What follows belongs to an exercise in optimizing a design on an open flow for small area and a short achievable clock period; a production flow would make more cautious choices. At most, simulation tests tie the RTL to the original design; equivalence was not proved. No activity file was given, so power comes from the tool's default toggle rates.

==> flow/design.v (excerpt) <==
module ALU (
    input clk, en,
    input [7:0] a, b,
    input [3:0] s,
    output reg [15:0] y,
    output reg carry,
    output zero
);
Size: ~740 cells after synthesis, ~40 flip-flops, roughly 5300 sq um of cells after synthesis.
clock: 30.0 ns
lec_check: 0
cap_margin: 20
core_margin: 2
core_utilization: 55
slew_margin: 20
tns_end_percent: 0
standard.sh (not shown) runs the stock make flow with config.mk's settings and CLKGATE_MAP_FILE= SYNTH_SCRIPT=/design/flow/synth_recipe.tcl, a recipe that flattens the netlist after the stock synthesis.
==> flow/flow/run.sh <==
#!/bin/bash
# Layout flow: the standard flow (standard.sh) with these changes:
#  - synthesis leaves adders to ABC: no full/half-adder cell extraction
#    (ADDER_MAP_FILE empty) and no Kogge-Stone carry lookahead map
#    (SYNTH_OPERATIONS_ARGS replaces the -extra-map default);
#  - ABC maps the design with an area-oriented script (flow/abc_area.script),
#    except the small modules in KEEP_MODULES, which stay modules through
#    synthesis and get ORFS's delay-oriented script (flow/prep.py edits a
#    copy of synth.tcl for this; synth_recipe.tcl still flattens the result);
#  - timing repair aims at a setup slack of 22.8 ns, so that it sizes and
#    buffers the critical paths (the constraints themselves are unchanged);
#  - ports are buffered with buf_2 cells rather than the buffer cell that
#    buffer_ports picks by itself.
set -euo pipefail
here=$(pwd)
rm -rf "$here/scripts"
cp -r "$FLOW_HOME/scripts" "$here/scripts"
cp "$here/flow/abc_speed.script" "$here/scripts/abc_speed_mod.script"
cp "$here/flow/abc_area.script" "$here/scripts/abc_area_mod.script"
python3 "$here/flow/prep.py" "$here/scripts/synth.tcl" > "$here/prep.log" 2>&1
export KEEP_MODULES="alu_zdet alu_dpre"
bash standard.sh SCRIPTS_DIR="$here/scripts" \
  ADDER_MAP_FILE= SYNTH_OPERATIONS_ARGS=-nofsm \
  "BUFFER_PORTS_ARGS=-buffer_cell sky130_fd_sc_hd__buf_2" \
  SETUP_SLACK_MARGIN=22.8 finish > "$here/flow_make.log" 2>&1
==> flow/flow/prep.py <==
# Edit a copy of ORFS's synth.tcl:
#  - keep the modules named in KEEP_MODULES as modules through synthesis
#    (synth_recipe.tcl flattens the design afterwards as usual);
#  - ABC maps those modules with abc_speed_mod.script (delay-oriented) and
#    the rest of the design with abc_area_mod.script (area-oriented).
import sys
p = sys.argv[1]
s = open(p).read()
old1 = "  synth -flatten -run :fine {*}$synth_full_args\n"
new1 = ("  foreach m $::env(KEEP_MODULES) { setattr -mod -set keep_hierarchy 1 $m }\n"
        + old1)
old2 = "  log_cmd abc {*}$abc_args\n"
new2 = """  set speed_args [lreplace $abc_args 1 1 $::env(SCRIPTS_DIR)/abc_speed_mod.script]
  set area_args [lreplace $abc_args 1 1 $::env(SCRIPTS_DIR)/abc_area_mod.script]
  log_cmd abc {*}$speed_args {*}$::env(KEEP_MODULES)
  log_cmd abc {*}$area_args $::env(DESIGN_NAME)
"""
for o, n in ((old1, new1), (old2, new2)):
    assert s.count(o) == 1, o
    s = s.replace(o, n)
open(p, "w").write(s)
Other scripts of this flow, unchanged in this note and not shown: flow/flow/abc_area.script, flow/flow/abc_speed.script
The baseline produced a clean layout.
==> next run, changes <==
--- a/flow/flow/run.sh
+++ b/flow/flow/run.sh
@@ -8,5 +8,5 @@
 #    synthesis and get ORFS's delay-oriented script (flow/prep.py edits a
 #    copy of synth.tcl for this; synth_recipe.tcl still flattens the result);
-#  - timing repair aims at a setup slack of 22.8 ns, so that it sizes and
+#  - timing repair aims at a setup slack of 22.5 ns, so that it sizes and
 #    buffers the critical paths (the constraints themselves are unchanged);
 #  - ports are buffered with buf_2 cells rather than the buffer cell that
@@ -19,7 +19,7 @@
 cp "$here/flow/abc_area.script" "$here/scripts/abc_area_mod.script"
 python3 "$here/flow/prep.py" "$here/scripts/synth.tcl" > "$here/prep.log" 2>&1
-export KEEP_MODULES="alu_zdet alu_dpre"
+export KEEP_MODULES="alu_zdet"
 bash standard.sh SCRIPTS_DIR="$here/scripts" \
   ADDER_MAP_FILE= SYNTH_OPERATIONS_ARGS=-nofsm \
   "BUFFER_PORTS_ARGS=-buffer_cell sky130_fd_sc_hd__buf_2" \
-  SETUP_SLACK_MARGIN=22.8 finish > "$here/flow_make.log" 2>&1
+  SETUP_SLACK_MARGIN=22.5 finish > "$here/flow_make.log" 2>&1
--- a/flow/config.mk
+++ b/flow/config.mk
@@ -10,3 +10,2 @@
 export CORE_UTILIZATION = 55
 export SLEW_MARGIN = 20
-export TNS_END_PERCENT = 0
Register-to-register slack is better by 0.23 ns; clock power climbs by 34%; clock skew goes down by 0.0050 ns; combinational power hardly moves; total power is higher by 5.6%; via count fell by 4.6%; worst setup slack gets better by 0.034 ns; die area decreases by 3.0%; fmax climbs by 0.45%; worst hold slack barely changes; sequential power falls by about 0.9%.
==> next run, changes <==
--- a/flow/flow/run.sh
+++ b/flow/flow/run.sh
@@ -19,5 +19,5 @@
 cp "$here/flow/abc_area.script" "$here/scripts/abc_area_mod.script"
 python3 "$here/flow/prep.py" "$here/scripts/synth.tcl" > "$here/prep.log" 2>&1
-export KEEP_MODULES="alu_zdet"
+export KEEP_MODULES="alu_zdet alu_dpre"
 bash standard.sh SCRIPTS_DIR="$here/scripts" \
   ADDER_MAP_FILE= SYNTH_OPERATIONS_ARGS=-nofsm \
Worst setup slack is better by 0.022 ns.
Via count climbs by 5.0%.
Sequential power climbs by about 1%.
Area after synthesis goes up by 3.2%.
Fmax stays flat.

========
ALU, a different RTL version from the one above (not shown whole).
Size in the first run: about 38 flip-flops, ~6900 um2 of cells after synthesis.
Design ALU, start of the top module:
module ALU (
    input clk, en,
    input [7:0] a, b,
    input [3:0] s,
    output reg [15:0] y,
    output reg carry, zero
);
clock: 30.0 ns
lec_check: 0
cap_margin: 20
core_margin: 2
core_utilization: 40
slew_margin: 20
synth_hierarchical: 1
synth_minimum_keep_size: 0
==> flow/flow/run.sh <==
#!/bin/bash
# Layout flow: the standard flow, with two changes.
#  - ABC maps the logic with an area-oriented script (flow/abc.script)
#    instead of ORFS's delay-oriented one.
#  - Timing repair aims at a setup slack of 23.2 ns (a 6.8 ns cycle).
#  - Ports are buffered with buf_2 cells rather than the buffer cell that
#    buffer_ports picks by itself.
set -euo pipefail
here=$(pwd)
rm -rf "$here/scripts"
cp -r "$FLOW_HOME/scripts" "$here/scripts"
cp "$here/flow/abc.script" "$here/scripts/abc_speed.script"
bash standard.sh SCRIPTS_DIR="$here/scripts" \
  "BUFFER_PORTS_ARGS=-buffer_cell sky130_fd_sc_hd__buf_2" SETUP_SLACK_MARGIN=23.2 finish > "$here/flow_make.log" 2>&1
==> flow/flow/abc.script <==
strash
dch
map -a
topo
The first run produced a clean layout.
Change:
--- a/flow/flow/run.sh
+++ b/flow/flow/run.sh
@@ -5 +5 @@
-#  - Timing repair aims at a setup slack of 23.2 ns (a 6.8 ns cycle).
+#  - Timing repair aims at a setup slack of 22.5 ns (a 7.5 ns cycle).
@@ -14 +14 @@
-  "BUFFER_PORTS_ARGS=-buffer_cell sky130_fd_sc_hd__buf_2" SETUP_SLACK_MARGIN=23.2 finish > "$here/flow_make.log" 2>&1
+  "BUFFER_PORTS_ARGS=-buffer_cell sky130_fd_sc_hd__buf_2" SETUP_SLACK_MARGIN=22.5 finish > "$here/flow_make.log" 2>&1
Effect: Worst hold slack improves by 0.014 ns; wire length shrinks by a few percent; setup slack got worse by 0.50 ns; design area goes down by a little under a tenth; first-iteration DRC count came out lower slightly; die area does not change; final cell count fell by a few percent; clock-buffer cell count goes up by 2; register-to-register slack got worse by 0.39 ns; power came out lower by a few percent.
No run of this note included a check of the RTL's function; only the layout flow was run.

[what the ideal ports hide]
How much do the figures lean on ideal ports? The routed layouts below were timed once more, with nothing changed but the port constraints. Step 1: set_driving_cell puts a clkbuf_16 on clk and a buf_2 on each other input, an assumption about the parent block. Step 2 moves the port delays by t, midway between the first and last clock arrival at a register: inputs arrive t later, outputs are due t later. That takes back most of the time a late clock gives input paths. Three values: ideal, step 1, step 2; two values: the first two.
| run | shift t [ns] | setup slack, ns | worst register clock-pin slew, ns | pins driven straight from the clock port |
|---|---|---|---|---|
| the first run of note 1 | 0.330 | 22.407 / 22.376 / 22.153 | 0.09 / 0.09 | 1 |
| the second run of note 1 | 0.318 | 22.441 / 22.412 / 22.148 | 0.08 / 0.08 | 1 |
| the third run of note 1 | 0.326 | 22.463 / 22.431 / 22.231 | 0.08 / 0.08 | 1 |
| the first run of note 2 | 0.329 | 23.127 / 23.091 / 22.774 | 0.07 / 0.07 | 1 |
| the second run of note 2 | 0.333 | 22.626 / 22.645 / 22.312 | 0.06 / 0.06 | 1 |
After both steps every run listed still meets setup and hold. For the first run of note 2, which loses most, drivers alone change the setup slack by -0.036 ns; drivers and shift together by -0.353 ns.
